Source: an optimization exercise on an open RTL-to-GDS flow (aim: small area). Production flows keep margins and buffers that such runs may drop. In this exercise RTL edits were held to simulation tests only and were not proved equivalent to the original.

--- config.mk ---
export PLATFORM = sky130hd
export DESIGN_NAME = drsstc_sfp_transceiver_top
export DESIGN_NICKNAME = drsstc_sfp_transceiver_top
export VERILOG_FILES = /design/flow/design.v
export SDC_FILE = /design/flow/constraint.sdc
export NUM_CORES = 4
export LEC_CHECK = 0
export CAP_MARGIN = 20
export CORE_MARGIN = 2
export CORE_UTILIZATION = 40
export SLEW_MARGIN = 20
--- constraint.sdc ---
create_clock -name core_clock -period 25.0 [get_ports {CLK_40M}]
set_input_delay 5.0000 -clock core_clock [delete_from_list [all_inputs] [get_ports {CLK_40M}]]
set_output_delay 5.0000 -clock core_clock [all_outputs]
set_load 0.01 [all_outputs]
--- design.v ---
module reset_gen (
    input   wire    i_clk,
    input   wire    i_res_n,
    output  wire    o_res_n
);
    reg r_ff1;
    reg r_ff2;
    always @(posedge i_clk or negedge i_res_n) begin
        if (~i_res_n) begin
            r_ff1 <= 1'b0;
            r_ff2 <= 1'b0;
        end else begin
            r_ff1 <= 1'b1;
            r_ff2 <= r_ff1;
        end
    end
    assign o_res_n = r_ff2;
endmodule
module boot_seq (
    input   wire            i_clk,
    input   wire            i_res_n,
    input   wire    [1:0]   i_rx_led,
    input   wire    [1:0]   i_tx_led,
    output  wire    [1:0]   o_rx_led,
    output  wire    [1:0]   o_tx_led
);
    reg     [15:0]  r_cnt;
    reg     [ 1:0]  r_boot_st;
    wire            w_cnt_max = (r_cnt == 16'd39999);
    always @(posedge i_clk or negedge i_res_n) begin
        if (~i_res_n) begin
            r_cnt <= 16'd0;
            r_boot_st <= 2'd0;
        end else begin
            if (w_cnt_max) begin
                r_cnt <= 16'd0;
                if (r_boot_st != 2'b11) begin
                    r_boot_st <= r_boot_st + 2'd1;
                end
            end else begin
                r_cnt <= r_cnt + 16'd1;
            end
        end
    end
    assign o_rx_led = (r_boot_st == 2'd0) ? 2'b11 :
                      (r_boot_st == 2'd1) ? 2'b00 :
                      i_rx_led;
    assign o_tx_led = (r_boot_st == 2'd0) ? 2'b11 :
                      (r_boot_st == 2'd1) ? 2'b00 :
                      i_tx_led;
endmodule
module encode_8b10b (datain, dispin, dataout, dispout) ;
  input [8:0]   datain ;
  input 	dispin ;   
  output [9:0]	dataout ;
  output	dispout ;
  wire ai = datain[0] ;
  wire bi = datain[1] ;
  wire ci = datain[2] ;
  wire di = datain[3] ;
  wire ei = datain[4] ;
  wire fi = datain[5] ;
  wire gi = datain[6] ;
  wire hi = datain[7] ;
  wire ki = datain[8] ;
  wire aeqb = (ai & bi) | (!ai & !bi) ;
  wire ceqd = (ci & di) | (!ci & !di) ;
  wire l22 = (ai & bi & !ci & !di) |
	     (ci & di & !ai & !bi) |
	     ( !aeqb & !ceqd) ;
  wire l40 = ai & bi & ci & di ;
  wire l04 = !ai & !bi & !ci & !di ;
  wire l13 = ( !aeqb & !ci & !di) |
	     ( !ceqd & !ai & !bi) ;
  wire l31 = ( !aeqb & ci & di) |
	     ( !ceqd & ai & bi) ;
  wire ao = ai ;
  wire bo = (bi & !l40) | l04 ;
  wire co = l04 | ci | (ei & di & !ci & !bi & !ai) ;
  wire dout = di & ! (ai & bi & ci) ;
  wire eo = (ei | l13) & ! (ei & di & !ci & !bi & !ai) ;
  wire io = (l22 & !ei) |
	    (ei & !di & !ci & !(ai&bi)) |   
	    (ei & l40) |
	    (ki & ei & di & ci & !bi & !ai) |  
	    (ei & !di & ci & !bi & !ai) ;
  wire pd1s6 = (ei & di & !ci & !bi & !ai) | (!ei & !l22 & !l31) ;
  wire nd1s6 = ki | (ei & !l22 & !l13) | (!ei & !di & ci & bi & ai) ;
  wire ndos6 = pd1s6 ;
  wire pdos6 = ki | (ei & !l22 & !l13) ;
  wire alt7 = fi & gi & hi & (ki | 
			      (dispin ? (!ei & di & l31) : (ei & !di & l13))) ;
  wire fo = fi & ! alt7 ;
  wire go = gi | (!fi & !gi & !hi) ;
  wire ho = hi ;
  wire jo = (!hi & (gi ^ fi)) | alt7 ;
  wire nd1s4 = fi & gi ;
  wire pd1s4 = (!fi & !gi) | (ki & ((fi & !gi) | (!fi & gi))) ;
  wire ndos4 = (!fi & !gi) ;
  wire pdos4 = fi & gi & hi ;
  wire illegalk = ki & 
		  (ai | bi | !ci | !di | !ei) &  
		  (!fi | !gi | !hi | !ei | !l31) ;  
  wire compls6 = (pd1s6 & !dispin) | (nd1s6 & dispin) ;
  wire disp6 = dispin ^ (ndos6 | pdos6) ;
  wire compls4 = (pd1s4 & !disp6) | (nd1s4 & disp6) ;
  assign dispout = disp6 ^ (ndos4 | pdos4) ;
  assign dataout = {(ao ^ compls6), (bo ^ compls6),
		    (co ^ compls6), (dout ^ compls6),
		    (eo ^ compls6), (io ^ compls6),
		    (fo ^ compls4), (go ^ compls4),
		    (ho ^ compls4), (jo ^ compls4)};
endmodule
module serial_tx_master (
    input   wire            i_clk,       
    input   wire            i_res_n,
    input   wire            i_sfp_tx_flt,
    input   wire            i_IsPro,
    input   wire            i_IsMaster,
    input   wire            i_RawPls,
    input   wire    [2:0]   i_Option,
    output  wire            o_SerialData,
    output  wire            o_drv_en,
    output  wire            o_sfp_tx_dis_n,
    output  wire    [1:0]   o_tx_led
);
    reg             r_IsPro;
    reg             r_IsMaster;
    reg             r_RawPls;
    reg     [2:0]   r_Option;
    always @(posedge i_clk or negedge i_res_n) begin
        if (~i_res_n) begin
            r_IsPro <= 1'b0;
            r_IsMaster <= 1'b0;
            r_RawPls <= 1'b0;
            r_Option <= 3'd0;
        end else begin
            r_IsPro <= i_IsPro;
            r_IsMaster <= i_IsMaster;
            r_RawPls <= i_RawPls;
            r_Option <= i_Option;
        end
    end
    wire            w_p1 = r_IsPro ^ r_IsMaster ^ r_RawPls ^ 1'b1;
    wire            w_p2 = ^r_Option[2:0] ^ 1'b1;
    wire    [7:0]   w_mosi_8b = {r_IsPro, r_IsMaster, r_RawPls, w_p1, r_Option[2:0], w_p2};
    reg     [5:0]   r_sample_prsc_cnt;
    wire            w_sample_prsc_en = (r_sample_prsc_cnt == 6'd39); 
    always @(posedge i_clk or negedge i_res_n) begin
        if (~i_res_n) begin
            r_sample_prsc_cnt <= 6'd0;
        end else if (w_sample_prsc_en) begin
            r_sample_prsc_cnt <= 6'd0;
        end else begin
            r_sample_prsc_cnt <= r_sample_prsc_cnt + 6'd1;
        end
    end
    reg     [7:0]   r_mosi_8b;
    always @(posedge i_clk or negedge i_res_n) begin
        if (~i_res_n) begin
            r_mosi_8b <= 8'd0;
        end else if (w_sample_prsc_en) begin
            r_mosi_8b <= w_mosi_8b;
        end
    end
    reg     [7:0]   r_k28_5_cnt;
    wire            w_k28_5_en = (r_k28_5_cnt == 8'd0);
    always @(posedge i_clk or negedge i_res_n) begin
        if (~i_res_n) begin
            r_k28_5_cnt <= 8'd0;
        end else if (w_sample_prsc_en) begin
            r_k28_5_cnt <= r_k28_5_cnt + 8'd1;
        end
    end
    reg             r_dispin;
    wire            w_dispout;
    always @(posedge i_clk or negedge i_res_n) begin
        if (~i_res_n) begin
            r_dispin <= 1'b0;
        end else begin
            if (w_sample_prsc_en) begin
                r_dispin <= w_dispout;
            end
        end
    end
    wire    [9:0]   w_data_10b;
    encode_8b10b encode_8b10b_inst (
        .datain ( {w_k28_5_en, w_k28_5_en ? 8'hbc : r_mosi_8b[7:0]} ),
        .dispin ( r_dispin ),
        .dataout ( w_data_10b ),
        .dispout ( w_dispout )
    );
    reg     [1:0]   r_ser_prsc;
    wire            w_ser_en = (r_ser_prsc == 2'd0);
    always @(posedge i_clk or negedge i_res_n) begin
        if (~i_res_n) begin
            r_ser_prsc <= 2'd0;
        end else begin
            r_ser_prsc <= r_ser_prsc + 2'd1;
        end
    end
    reg             r_sample_prsc_en_ff;
    always @(posedge i_clk or negedge i_res_n) begin
        if (~i_res_n) begin
            r_sample_prsc_en_ff <= 1'b0;
        end else begin
            r_sample_prsc_en_ff <= w_sample_prsc_en;
        end
    end
    reg     [9:0]   r_tx_shiftreg;
    always @(posedge i_clk or negedge i_res_n) begin
        if (~i_res_n) begin
            r_tx_shiftreg <= 10'd0;
        end else if (w_ser_en) begin
            if (r_sample_prsc_en_ff) begin
                r_tx_shiftreg <= w_data_10b;
            end else begin
                r_tx_shiftreg <= {r_tx_shiftreg[8:0], 1'b0};
            end
        end
    end
    reg             r_serialData;
    always @(posedge i_clk or negedge i_res_n) begin
        if (~i_res_n) begin
            r_serialData <= 1'b0;
        end else begin
            r_serialData <= r_tx_shiftreg[9] & ~i_sfp_tx_flt;
        end
    end
    assign o_SerialData = r_serialData;
    assign o_tx_led[0] = i_sfp_tx_flt;   
    assign o_tx_led[1] = ~i_sfp_tx_flt;  
    assign o_drv_en = ~i_sfp_tx_flt;
    assign o_sfp_tx_dis_n = i_sfp_tx_flt;
endmodule
module cdr (
    input   wire            i_clk,
    input   wire            i_res_n,
    input   wire            i_SerialData,
    output  reg             o_RecoveryData,
    output  reg             o_DataEn
);
    reg     [2:0]   r_syncFF;
    always @(posedge i_clk or negedge i_res_n) begin
        if (~i_res_n) begin
            r_syncFF <= 3'd0;
        end else begin
            r_syncFF <= {r_syncFF[1:0], i_SerialData};
        end
    end
    wire            w_ts = r_syncFF[2] ^ r_syncFF[1];
    reg     [1:0]   r_rcvState;
    always @(posedge i_clk or negedge i_res_n) begin
        if (~i_res_n) begin
            r_rcvState <= 2'd0;
            o_RecoveryData <= 1'b0;
            o_DataEn <= 1'b0;
        end else begin
            if (w_ts) begin
                r_rcvState <= 2'd0;
            end else begin
                r_rcvState <= r_rcvState + 2'd1;
            end
            if (r_rcvState == 2'd1) begin    
                o_RecoveryData <= r_syncFF[2];
                o_DataEn <= 1'b1;
            end else begin
                o_DataEn <= 1'b0;
            end
        end
    end
endmodule
module decode_8b10b (datain, dispin, dataout, dispout, code_err, disp_err) ;
  input [9:0]   datain ;
  input		dispin ;
  output [8:0]	dataout ;
  output	dispout ;
  output	code_err ;
  output	disp_err ;
  wire ai = datain[9] ;
  wire bi = datain[8] ;
  wire ci = datain[7] ;
  wire di = datain[6] ;
  wire ei = datain[5] ;
  wire ii = datain[4] ;
  wire fi = datain[3] ;
  wire gi = datain[2] ;
  wire hi = datain[1] ;
  wire ji = datain[0] ;
  wire aeqb = (ai & bi) | (!ai & !bi) ;
  wire ceqd = (ci & di) | (!ci & !di) ;
  wire p22 = (ai & bi & !ci & !di) |
	     (ci & di & !ai & !bi) |
	     ( !aeqb & !ceqd) ;
  wire p13 = ( !aeqb & !ci & !di) |
	     ( !ceqd & !ai & !bi) ;
  wire p31 = ( !aeqb & ci & di) |
	     ( !ceqd & ai & bi) ;
  wire p40 = ai & bi & ci & di ;
  wire p04 = !ai & !bi & !ci & !di ;
  wire disp6a = p31 | (p22 & dispin) ;  
   wire disp6a2 = p31 & dispin ;   
   wire disp6a0 = p13 & ! dispin ;  
  wire disp6b = (((ei & ii & ! disp6a0) | (disp6a & (ei | ii)) | disp6a2 |
		  (ei & ii & di)) & (ei | ii | di)) ;
  wire p22bceeqi = p22 & bi & ci & (ei == ii) ;
  wire p22bncneeqi = p22 & !bi & !ci & (ei == ii) ;
  wire p13in = p13 & !ii ;
  wire p31i = p31 & ii ;
  wire p13dei = p13 & di & ei & ii ;
  wire p22aceeqi = p22 & ai & ci & (ei == ii) ;
  wire p22ancneeqi = p22 & !ai & !ci & (ei == ii) ;
  wire p13en = p13 & !ei ;
  wire anbnenin = !ai & !bi & !ei & !ii ;
  wire abei = ai & bi & ei & ii ;
  wire cdei = ci & di & ei & ii ;
  wire cndnenin = !ci & !di & !ei & !ii ;
  wire p22enin = p22 & !ei & !ii ;
  wire p22ei = p22 & ei & ii ;
  wire p31dnenin = p31 & !di & !ei & !ii ;
  wire p31e = p31 & ei ;
  wire compa = p22bncneeqi | p31i | p13dei | p22ancneeqi | 
		p13en | abei | cndnenin ;
  wire compb = p22bceeqi | p31i | p13dei | p22aceeqi | 
		p13en | abei | cndnenin ;
  wire compc = p22bceeqi | p31i | p13dei | p22ancneeqi | 
		p13en | anbnenin | cndnenin ;
  wire compd = p22bncneeqi | p31i | p13dei | p22aceeqi |
		p13en | abei | cndnenin ;
  wire compe = p22bncneeqi | p13in | p13dei | p22ancneeqi | 
		p13en | anbnenin | cndnenin ;
  wire ao = ai ^ compa ;
  wire bo = bi ^ compb ;
  wire co = ci ^ compc ;
  wire dout = di ^ compd ;
  wire eo = ei ^ compe ;
  wire feqg = (fi & gi) | (!fi & !gi) ;
  wire heqj = (hi & ji) | (!hi & !ji) ;
  wire fghj22 = (fi & gi & !hi & !ji) |
		(!fi & !gi & hi & ji) |
		( !feqg & !heqj) ;
  wire fghjp13 = ( !feqg & !hi & !ji) |
		 ( !heqj & !fi & !gi) ;
  wire fghjp31 = ( (!feqg) & hi & ji) |
		 ( !heqj & fi & gi) ;
  wire dispout = (fghjp31 | (disp6b & fghj22) | (hi & ji)) & (hi | ji) ;
  wire ko = ( (ci & di & ei & ii) | ( !ci & !di & !ei & !ii) |
		(p13 & !ei & ii & gi & hi & ji) |
		(p31 & ei & !ii & !gi & !hi & !ji)) ;
  wire alt7 =   (fi & !gi & !hi &  
		 ((dispin & ci & di & !ei & !ii) | ko |
		  (dispin & !ci & di & !ei & !ii))) |
		(!fi & gi & hi &  
		 (( !dispin & !ci & !di & ei & ii) | ko |
		  ( !dispin & ci & !di & ei & ii))) ;
  wire k28 = (ci & di & ei & ii) | ! (ci | di | ei | ii) ;
  wire k28p = ! (ci | di | ei | ii) ;
  wire fo = (ji & !fi & (hi | !gi | k28p)) |
	    (fi & !ji & (!hi | gi | !k28p)) |
	    (k28p & gi & hi) |
	    (!k28p & !gi & !hi) ;
  wire go = (ji & !fi & (hi | !gi | !k28p)) |
	    (fi & !ji & (!hi | gi |k28p)) |
	    (!k28p & gi & hi) |
	    (k28p & !gi & !hi) ;
  wire ho = ((ji ^ hi) & ! ((!fi & gi & !hi & ji & !k28p) | (!fi & gi & hi & !ji & k28p) | 
			    (fi & !gi & !hi & ji & !k28p) | (fi & !gi & hi & !ji & k28p))) |
	    (!fi & gi & hi & ji) | (fi & !gi & !hi & !ji) ;
  wire disp6p = (p31 & (ei | ii)) | (p22 & ei & ii) ;
  wire disp6n = (p13 & ! (ei & ii)) | (p22 & !ei & !ii) ;
  wire disp4p = fghjp31 ;
  wire disp4n = fghjp13 ;
  assign code_err = p40 | p04 | (fi & gi & hi & ji) | (!fi & !gi & !hi & !ji) |
		    (p13 & !ei & !ii) | (p31 & ei & ii) | 
		    (ei & ii & fi & gi & hi) | (!ei & !ii & !fi & !gi & !hi) | 
		    (ei & !ii & gi & hi & ji) | (!ei & ii & !gi & !hi & !ji) |
		    (!p31 & ei & !ii & !gi & !hi & !ji) |
		    (!p13 & !ei & ii & gi & hi & ji) |
		    (((ei & ii & !gi & !hi & !ji) | 
		      (!ei & !ii & gi & hi & ji)) &
		     ! ((ci & di & ei) | (!ci & !di & !ei))) |
		    (disp6p & disp4p) | (disp6n & disp4n) |
		    (ai & bi & ci & !ei & !ii & ((!fi & !gi) | fghjp13)) |
		    (!ai & !bi & !ci & ei & ii & ((fi & gi) | fghjp31)) |
		    (fi & gi & !hi & !ji & disp6p) |
		    (!fi & !gi & hi & ji & disp6n) |
		    (ci & di & ei & ii & !fi & !gi & !hi) |
		    (!ci & !di & !ei & !ii & fi & gi & hi) ;
  assign dataout = {ko, ho, go, fo, eo, dout, co, bo, ao} ;
   assign disp_err = ((dispin & disp6p) | (disp6n & !dispin) |
		      (dispin & !disp6n & fi & gi) |
		      (dispin & ai & bi & ci) |
		      (dispin & !disp6n & disp4p) |
		      (!dispin & !disp6p & !fi & !gi) |
		      (!dispin & !ai & !bi & !ci) |
		      (!dispin & !disp6p & disp4n) |
		      (disp6p & disp4p) | (disp6n & disp4n)) ;
endmodule
module serial_rx (
    input   wire            i_clk,       
    input   wire            i_res_n,
    input   wire            i_SerialData,
    output  wire            o_rcv_en_n,
    output  reg             o_IsPro,
    output  reg             o_IsMaster,
    output  reg             o_RawPls,
    output  reg     [2:0]   o_Option,
    output  wire    [1:0]   o_rx_led
);
    assign o_rcv_en_n = 1'b0;    
    wire            w_sync1bData;
    wire            w_sync1bEn;
    cdr cdr_inst (
        .i_clk ( i_clk ),
        .i_res_n ( i_res_n ),
        .i_SerialData ( i_SerialData ),
        .o_RecoveryData ( w_sync1bData ),
        .o_DataEn ( w_sync1bEn )
    );
    reg     [9:0]   r_10bShift;
    always @(posedge i_clk or negedge i_res_n) begin
        if (~i_res_n) begin
            r_10bShift <= 10'd0;
        end else if (w_sync1bEn) begin
            r_10bShift <= {r_10bShift[8:0], w_sync1bData};
        end
    end
    wire            w_k28_5_det = (r_10bShift == 10'b0011111010) | 
                                  (r_10bShift == 10'b1100000101);
    reg     [3:0]   r_sym_bitCnt;
    wire            r_sym_capture = (r_sym_bitCnt == 4'd9);
    reg     [9:0]   r_sym_data;
    always @(posedge i_clk or negedge i_res_n) begin
        if (~i_res_n) begin
            r_sym_bitCnt <= 4'd0;
            r_sym_data <= 10'd0;
        end else if (w_sync1bEn) begin
            if (w_k28_5_det || r_sym_capture) begin
                r_sym_bitCnt <= 4'd0;
            end else begin
                r_sym_bitCnt <= r_sym_bitCnt + 4'd1;
            end
            if (r_sym_capture) begin
                r_sym_data <= r_10bShift;
            end
        end
    end
    reg             r_sym_locked;
    reg     [15:0]  r_k28_5_cnt;
    always @(posedge i_clk or negedge i_res_n) begin
        if (~i_res_n) begin
            r_sym_locked <= 1'b0;
            r_k28_5_cnt <= 16'hFFFF;
        end else if (w_sync1bEn) begin
            if (w_k28_5_det) begin
                r_k28_5_cnt <= 16'd0;
                if (r_k28_5_cnt == 16'h9ff) begin
                    r_sym_locked <= 1'b1;
                end else begin
                    r_sym_locked <= 1'b0;
                end
            end else begin
                if (r_k28_5_cnt != 16'hFFFF) begin
                    r_k28_5_cnt <= r_k28_5_cnt + 16'd1;
                end
            end
            if (r_k28_5_cnt > 16'h9ff) begin
                r_sym_locked <= 1'b0;
            end
        end
    end
    wire            w_disp;
    reg             r_disp;
    wire            w_code_err;
    reg             r_code_err;
    wire            w_disp_err;
    reg             r_disp_err;
    always @(posedge i_clk or negedge i_res_n) begin
        if (~i_res_n) begin
            r_disp <= 1'b0;
            r_code_err <= 1'b1;
            r_disp_err <= 1'b1;
        end else begin
            if (r_sym_capture) begin
                r_disp <= w_disp;
                r_code_err <= w_code_err;
                r_disp_err <= w_disp_err;
            end
        end
    end
    wire    [7:0]   w_8b_data;
    decode_8b10b decode_8b10b (
        .datain ( r_sym_data[9:0] ),
        .dispin ( r_disp ),
        .dataout ( w_8b_data[7:0] ),
        .dispout ( w_disp ),
        .code_err ( w_code_err ),
        .disp_err ( w_disp_err )
    );
    reg             r_sym_capture_FF;
    reg             r_k28_5_det_FF;
    wire            w_out_trig = (~r_sym_capture & r_sym_capture_FF);
    always @(posedge i_clk or negedge i_res_n) begin
        if (~i_res_n) begin
            r_sym_capture_FF <= 1'b0;
            r_k28_5_det_FF <= 1'b0;
        end else begin
            r_sym_capture_FF <= r_sym_capture;
            r_k28_5_det_FF <= w_k28_5_det;
        end
    end
    wire            w_p1_ok = ^w_8b_data[7:4];
    wire            w_p2_ok = ^w_8b_data[3:0];
    always @(posedge i_clk or negedge i_res_n) begin
        if (~i_res_n) begin
            o_IsPro <= 1'b0;
            o_IsMaster <= 1'b0;
            o_RawPls <= 1'b0;
            o_Option <= 3'd0;
        end else if (w_out_trig) begin
            if (r_k28_5_det_FF) begin
            end else begin
                if (w_p1_ok & w_p2_ok & r_sym_locked) begin
                    o_IsPro <= w_8b_data[7];
                    o_IsMaster <= w_8b_data[6];
                    o_RawPls <= w_8b_data[5];
                    o_Option <= w_8b_data[3:1];
                end else begin
                    o_RawPls <= 1'b0;
                end
            end
        end
    end
    assign o_rx_led[0] = ~r_sym_locked;  
    assign o_rx_led[1] = o_RawPls;       
endmodule
module drsstc_sfp_transceiver_top (
    input           CLK_40M,
    input           RST_N,
    input   [7:0]   IN,
    output  [7:0]   OUT,
    input   [2:0]   LV_IN,
    output  [2:0]   LV_OUT,
    input   [7:0]   DIP_SW1,
    input   [7:0]   DIP_SW2,
    output  [1:0]   LED_TX,
    output  [1:0]   LED_RX,
    input           SFP_LOSS_SIG,    
    output          SFP_RATE_SEL,    
    output          SFP_TX_DIS_N,    
    input           SFP_TX_FLT,      
    input           LVDS_DAT_OUT,    
    output          LVDS_DAT_IN,     
    output          LVDS_DRV_EN,     
    output          LVDS_RCV_EN_N,   
    output          TP1,
    output          TP2
    );
    wire            w_IsMaster = ~DIP_SW1[0];
    wire    [2:0]   w_option = ~DIP_SW1[3:1];
    wire            w_clk = CLK_40M;
    wire    [1:0]   w_tx_led;
    wire    [1:0]   w_rx_led;
    wire            w_rst_n;
    reset_gen reset_gen_inst (
        .i_clk ( w_clk ),
        .i_res_n ( RST_N ),
        .o_res_n ( w_rst_n )
    );
    boot_seq boot_seq_inst (
        .i_clk ( w_clk ),
        .i_res_n ( w_rst_n ),
        .i_rx_led ( w_rx_led[1:0] ),
        .i_tx_led ( w_tx_led[1:0] ),
        .o_rx_led ( LED_RX[1:0] ),
        .o_tx_led ( LED_TX[1:0] )
    );
    serial_tx_master serial_tx_master_inst (
        .i_clk ( w_clk ),
        .i_res_n ( w_rst_n ),
        .i_sfp_tx_flt ( SFP_TX_FLT ),
        .i_IsPro ( 1'b0 ),
        .i_IsMaster ( w_IsMaster ),
        .i_RawPls ( IN[0] ),             
        .i_Option ( {2'd0, IN[1]} ),     
        .o_SerialData ( LVDS_DAT_IN ),
        .o_drv_en ( LVDS_DRV_EN ),
        .o_sfp_tx_dis_n ( SFP_TX_DIS_N ),
        .o_tx_led ( w_tx_led[1:0] )
    );
    wire    [2:0]   w_rx_option;
    serial_rx serial_rx_inst (
        .i_clk ( w_clk ),
        .i_res_n ( w_rst_n ),
        .i_SerialData ( LVDS_DAT_OUT ),
        .o_rcv_en_n ( LVDS_RCV_EN_N ),
        .o_IsPro (  ),
        .o_IsMaster (  ),
        .o_RawPls ( OUT[0] ),
        .o_Option ( w_rx_option[2:0] ),
        .o_rx_led ( w_rx_led[1:0] )
    );
    assign OUT[1] = w_rx_option[0];   
    assign OUT[7:2] = 6'd0;
    assign LV_OUT[2:0] = 3'd0;
    assign TP1 = 1'b0;
    assign TP2 = 1'b0;
    assign SFP_RATE_SEL = 1'b0;
endmodule
--- run.sh ---
#!/bin/bash
# synth_recipe.tcl (not shown) runs the flow's synth.tcl, then flattens the netlist and writes it again
# the make line also repeats each setting of config.mk as NAME=value (left out here)
make -C /OpenROAD-flow-scripts/flow DESIGN_CONFIG=/design/flow/config.mk WORK_HOME=/design/flow/orfs CLKGATE_MAP_FILE= SYNTH_SCRIPT=/design/flow/synth_recipe.tcl finish
==> impl_metrics.json <==
{
  "wl_met1_mm": 4.86,
  "cts.path.max_buffers": 2,
  "drtIter0Drc": 238,
  "hold_class": "reg2async",
  "design_area_um2": 6390,
  "synth_seq_cells": 109,
  "ys_types": 70,
  "seq_area_frac_synth_pct": 46.5,
  "grt_overflow": 0,
  "route.met2.wl_mm": 4.90,
  "rsz0062_at_grt": "no",
  "layout_setup_ws_ns": 13.76,
  "end_kind": "output port",
  "async_flop_share_pct": 100,
  "power_density_nw_per_um2": 78.4,
  "hold_buffers": 0,
  "post_drt_via_cell_ratio": 5.32,
  "synth_warnings": 6,
  "numCtsBuffers": 9,
  "synth_flop_cell": "dfrtp_1",
  "slew-limit-headroom_pct": 43.6,
  "grt_pass1_vias": 4000,
  "via_count": 4120,
  "io_pins": 54,
  "path_clk_slew_ns": 0.07,
  "period_needed_ns": 11.24,
  "clkSinkCount": 109,
  "drive_above_1_share_pct": 14.1,
  "syn_area_um2": 5910,
  "fin_skew_ns": 0.00743,
  "drv_cap": 0,
  "syn_inst": 587,
  "nets": 635,
  "tightest_slew_ns": 0.838,
  "drv_slew": 0,
  "cp_slowest_stage_delay_ns": 0.56,
  "antenna_found_initial": 0,
  "wl_mm": 10.3,
  "port_buffers": 15,
  "fp.dieArea_um2": 15800,
  "final_antenna_net_count": 0,
  "die_x_um": 126,
  "wire_per_inst_um": 13.3,
  "wl_met3_um": 365,
  "setup_viol": 0,
  "clk_latency_ns": 0.35,
  "arrival_ns": 6.24,
  "tns_ns": 0,
  "hpwl_mm": 7.29,
  "place_ws_ns": 13.75,
  "period_share_pct": 44.9,
  "power_uw": 501,
  "grtUsageTotal_pct": 13.9,
  "ir_worst_vdd_mv": 0.0382,
  "drc_errors": 0,
  "dp.cells": 758,
  "initial_utilization_pct": 40.8,
  "core_um2": 14500,
  "hold_viol": 0,
  "dieHeight_um": 126,
  "postPlaceCellArea_um2": 6120,
  "grt_max_degree": 62,
  "gp_congestion": 0.790,
  "cpMaxStageDelayCell": "clkdlybuf4s50_1",
  "final_common_cell": "dfrtp_1",
  "path_cells": "clkdlybuf4s50_1, nand2_1, o21ai_0, clkdlybuf4s50_1",
  "root_buffer": "clkbuf_16",
  "syn2layout_area_growth_pct": 8.08,
  "first_pass_iters": 6,
  "final_cell_mix": "dfrtp_1, nor2_1, nand2_1",
  "antennaDiodeCount": 0,
  "start_kind": "input port",
  "path_common_cell": "clkdlybuf4s50_1",
  "fp-row-count": 44,
  "cts_resized": 0,
  "fmax_ghz": 0.0890,
  "crit_fanout": 5,
  "leakage_nw": 2.77,
  "highest_layer": "met4",
  "grt_pass1_wl_mm": 18.3,
  "final_cells": 774,
  "worstPathRequired_ns": 20.00,
  "status": "timing/DRC/antenna clean",
  "h-tree-depth": 3,
  "worstSetupPathType": "in2out",
  "syn_area_per_cell_um2": 10.1,
  "post-cts-setup-buffers": 0,
  "cts_tree": "built",
  "synth_edf_count": 0
}
report_power, final:
group	switching, mW	internal [mW]	total, mW
clock network	0.0606	0.0700	0.131
logic	0.0642	0.0656	0.130
registers	0.0369	0.204	0.241
total	0.162	0.340	0.501
final timing paths:
| kind | from | endpoint | slack (ns) | cells after the start |
|---|---|---|---|---|
| min in group core_clock | reset_gen_inst.r_ff1$_DFF_PN0_ | reset_gen_inst.r_ff2$_DFF_PN0_ | 0.35 | 0 |
| max in group asynchronous | RST_N | reset_gen_inst.r_ff2$_DFF_PN0_ | 20.06 | 1 |
| hold / removal | reset_gen_inst.r_ff2$_DFF_PN0_ | serial_rx_inst.r_sym_bitCnt[2]$_DFFE_PN0P_ | 0.34 | 0 |
| setup / recovery | SFP_TX_FLT | LED_TX[0] | 13.76 | 4 |
| setup reg to reg | serial_tx_master_inst.r_k28_5_cnt[4]$_DFFE_PN0P_ | serial_tx_master_inst.r_tx_shiftreg[2]$_DFFE_PN0N_ | 21.15 | 12 |
| hold reg to reg | reset_gen_inst.r_ff2$_DFF_PN0_ | serial_rx_inst.r_sym_bitCnt[2]$_DFFE_PN0P_ | 0.34 | 0 |
critical path, delay by kind of cell:
kind	cells	cell delay [ns]
buf+inv	2	1.10
simple gates	1	0.07
compound gates	1	0.07
metrics by stage:
step	util (%)	hold WS (ns)
3_3_place_gp	42.3	0.335
2_1_floorplan	-	0.331
3_5_place_dp	42.3	0.336
5_1_grt	44.1	0.353
6_report	44.1	0.337
4_1_cts	44.1	0.352
cell usage after synthesis, types with 10 or more instances:
cell type,n,area share [%]
nand2_1,40,2.5
nand3_1,27,2.3
xor2_1,23,3.4
o21ai_0,23,1.9
xnor2_1,23,3.4
inv_1,22,1.4
clkbuf_1,16,1.0
nand4_1,14,1.5
ha_1,18,3.8
and3_1,10,1.1
nor2_1,57,3.6
buf_4,18,2.3
dfstp_2,16,7.1
a21oi_1,24,2.0
mux2_2,32,6.1
dfrtp_1,93,39
state kept, by name, summed over array words and instances, names as in the netlist, 3 cells and up:
register / cells
serial_rx_inst.r_sym_data: 10
serial_tx_master_inst.r_k28_5_cnt: 8
serial_tx_master_inst.r_sample_prsc_cnt: 6
serial_rx_inst.r_10bShift: 10
boot_seq_inst.r_cnt: 16
serial_tx_master_inst.r_tx_shiftreg: 10
serial_rx_inst.r_sym_bitCnt: 4
serial_tx_master_inst.r_mosi_8b: 5
serial_rx_inst.r_k28_5_cnt: 16
serial_rx_inst.cdr_inst.r_syncFF: 3
area by class of cell:
cell class	count	area (um^2)
Fill cell	1356	8090
Timing Repair Buffer	17	165
Inverter	22	82.6
Clock inverter	4	25.0
Clock buffer	12	246
Tap cell	184	230
Multi-Input combinational cell	426	2890
Sequential cell	109	2750
kinds of logic after synthesis:
logic type,count (synthesis),share of synthesized area [%]
simple gates,212,18.9
compound gates,97,11.0
flops,109,46.5
mux,38,7.13
other cells,2,0.127
fa+ha+maj,18,3.81
buf+inv,64,5.42
xor+xnor,47,7.09
metal layers:
metal	vias to the layer above	GRT usage, %
met5	-	0
met4	0	4.71
met3	20	4.07
met2	60	22.8
met1	2003	17.5
li1	2037	-

-- what the ideal ports hide --
The flow's constraints put no driver on any port. The routed layout listed below was extracted and timed again, unchanged, in two steps. Step 1, drivers: a clkbuf_16 drives CLK_40M and a buf_2 each remaining input, both assumed. Step 2 adds t to the input delays and takes it off the output delays; t is the mean of the earliest and latest rising clock arrival at the registers after step 1. Input paths then give back, and output paths get back, about the clock's delay inside the block. a / b / c = ideal ports / drivers / drivers and shift; a / b = the first two.
t (ns): 0.382
setup slack, ns: 13.763 / 13.738 / 13.738
latest minus earliest clock arrival (ns): 0.008 / 0.008
pins driven straight from the clock port: 1
After both steps setup and hold are still met in this run. The setup slack of this run moves by -0.025 ns with the drivers and by -0.025 ns with both steps.
